Background: an optimization exercise with open tools, aiming at small area and a short achievable clock period. Do not read the settings as production practice. In this exercise RTL edits were held to simulation tests only and were not proved equivalent to the original.

Setup of build 42:
## Float8Mac16_3stage
module Float8Mac16_3stage #(
    parameter int unsigned N_WAY  = 16,
    parameter int unsigned PADBIT = 10
)(
    input  logic               clk,
    input  logic               rst_n,
    input  logic [8*N_WAY-1:0] din_X,
    input  logic [8*N_WAY-1:0] din_W,
    input  logic               din_valid,
    output logic [15:0]        dout,
    output logic               dout_valid
);
    logic [3:0] vld;
    always_ff @(posedge clk or negedge rst_n) begin
        if (!rst_n) vld <= 4'd0;
        else        vld <= {vld[2:0], din_valid};
    end
    assign dout_valid = vld[3];
    logic [4:0] e1 [N_WAY-1:0];
    logic [2:0] fx1 [N_WAY-1:0];
    logic [2:0] fw1 [N_WAY-1:0];
    logic [N_WAY-1:0] hx1, hw1, s1;
    always_ff @(posedge clk) begin
        for (int i = 0; i < N_WAY; i = i + 1) begin
            logic [3:0] ex, ew;
            logic       hx, hw;
            ex = din_X[8*i+3 +: 4];
            ew = din_W[8*i+3 +: 4];
            hx = |ex;
            hw = |ew;
            e1[i]  <= {1'b0, ex[3:1], ex[0] | ~hx} + {1'b0, ew[3:1], ew[0] | ~hw};
            hx1[i] <= hx;
            hw1[i] <= hw;
            fx1[i] <= din_X[8*i +: 3];
            fw1[i] <= din_W[8*i +: 3];
            s1[i]  <= din_X[8*i+7] ^ din_W[8*i+7];
        end
    end
    logic [7:0] pa [N_WAY-1:0];
    logic [4:0] ea [N_WAY-1:0];
    logic [5:0] ga [N_WAY-1:0];
    logic [N_WAY-1:0] sa, ca;
    genvar K;
    generate
        for (K = 0; K < N_WAY; K = K + 1) begin : gen_front
            wire [2:0] fx = fx1[K];
            wire [2:0] fw = fw1[K];
            wire       hx = hx1[K];
            wire       hw = hw1[K];
            assign ea[K] = e1[K];
            assign sa[K] = s1[K];
            wire [3:0] ma = {hx, fx}, mb = {hw, fw};
            wire [3:0] pp0 = ma & {4{mb[0]}}, pp1 = ma & {4{mb[1]}};
            wire [3:0] pp2 = ma & {4{mb[2]}}, pp3 = ma & {4{mb[3]}};
            wire s10 = pp0[1] ^ pp1[0], c10 = pp0[1] & pp1[0];
            wire s11 = pp0[2] ^ pp1[1] ^ c10, c11 = (pp0[2] & pp1[1]) | (c10 & (pp0[2] ^ pp1[1]));
            wire s12 = pp0[3] ^ pp1[2] ^ c11, c12 = (pp0[3] & pp1[2]) | (c11 & (pp0[3] ^ pp1[2]));
  ...
==> flow/config.mk <==
export PLATFORM = sky130hd
export DESIGN_NAME = Float8Mac16_3stage
export DESIGN_NICKNAME = Float8Mac16_3stage
export VERILOG_FILES = /design/flow/design.v
export SDC_FILE = /design/flow/constraint.sdc
export NUM_CORES = 4
export LEC_CHECK = 0
export ABC_AREA = 1
export CAP_MARGIN = 20
export CORE_MARGIN = 2
export CORE_UTILIZATION = 60
export CTS_BUF_LIST = sky130_fd_sc_hd__clkbuf_16
export CTS_CLUSTER_DIAMETER = 90
export CTS_CLUSTER_SIZE = 22
export GPL_ROUTABILITY_DRIVEN = 0
export GPL_TIMING_DRIVEN = 0
export PLACE_DENSITY = 0.75
export SLEW_MARGIN = 20
export BUFFER_PORTS_ARGS = -buffer_cell sky130_fd_sc_hd__buf_2
==> flow/constraint.sdc <==
create_clock -name core_clock -period 44.0 [get_ports {clk}]
set_input_delay 8.8000 -clock core_clock [delete_from_list [all_inputs] [get_ports {clk}]]
set_output_delay 8.8000 -clock core_clock [all_outputs]
set_load 0.01 [all_outputs]
standard.sh (not shown) runs the stock make flow with config.mk's settings and CLKGATE_MAP_FILE= SYNTH_SCRIPT=/design/flow/synth_recipe.tcl, a recipe that flattens the netlist after the stock synthesis.
==> flow/flow/run.sh <==
#!/bin/bash
# The standard layout, with the port buffers made of sky130_fd_sc_hd__buf_2
# instead of the cell buffer_ports picks by default (clkdlybuf4s50_1, a delay cell).
set -euo pipefail
echo 'export BUFFER_PORTS_ARGS = -buffer_cell sky130_fd_sc_hd__buf_2' >> config.mk
bash standard.sh > flow.log 2>&1
The final layout from build 42, which completed every stage, passed the timing, DRC and antenna checks at the end of the flow.
Relative to build 42, the following input files were edited for build 76:
Settings: PLACE_DENSITY: 0.75 -> 0.6; CTS_CLUSTER_DIAMETER: 90 -> 100; GPL_TIMING_DRIVEN: 0 -> unset; GPL_ROUTABILITY_DRIVEN: 0 -> unset; CORE_UTILIZATION: 60 -> 40; CTS_CLUSTER_SIZE: 22 -> 24.
--- outcome ---
Against build 42, wire length in build 76 rose by more than 10%. Build 76 against build 42: clock transition time at the flip-flop clock pins of the worst setup and hold paths ~0 delta. Looking at build 42 and build 76, the sequential fraction of total cell area is a wash. Cmp build 42 and build 76 / area of the placeable core / higher: build 76. Looking at count of filler cells inserted in the layout, build 76 sits above build 42. Build 76: routed wirelength normalized by instance count 4.7% above build 42.
#### Input delta (build 90 over build 76)
Settings: swapping 40 for 60 in CORE_UTILIZATION; swapping 100 for 90 in CTS_CLUSTER_DIAMETER; swapping 0.6 for 0.75 in PLACE_DENSITY; swapping 24 for 22 in CTS_CLUSTER_SIZE.
--- outcome ---
- The critical path arrival reported for build 90 is smaller than that of build 76 by 90 ps.
- Build 90 ends up with a buffer count excluding the clock tree in the final layout that is about 0.35% lower than in build 76.
- Higher initial core utilization goes to build 90 over build 76.
- Last weighted congestion value of the routability-driven placer: build 90 vs build 76 up about 1.4%
- In the flow results for build 90 and build 76, the area overhead of the layout relative to synthesis is larger on build 76.
- Mean post-synth cell area: build 90 vs build 76 identical
- When build 90 is measured against build 76, its horizontal die dimension turns out 18% lower.

## separate check: timing with driven ports
The flow's constraints put no driver on any port. The routed layouts listed below were extracted and timed again, unchanged, in two steps.
Step 1: set_driving_cell puts a clkbuf_16 on clk and a buf_2 on each other input, an assumption about the parent block.
Step 2 also shifts input and output timing later by t, the mid clock arrival at the registers, as if the neighbouring blocks saw the same clock.
Slacks: ideal ports / drivers / drivers and shift; pairs: ideal ports / drivers.
| run | t, ns | setup WS [ns] | worst setup path at the end |
|---|---|---|---|
| build 42 | 0.676 | 34.110 / 34.040 / 33.862 | input to register |
| build 76 | 0.712 | 34.023 / 33.949 / 33.659 | input to register |
| build 90 | 0.666 | 34.113 / 34.040 / 33.846 | input to register |
After both steps every run listed still meets setup and hold. For build 76, which loses most, drivers alone change the setup slack by -0.074 ns; drivers and shift together by -0.364 ns.
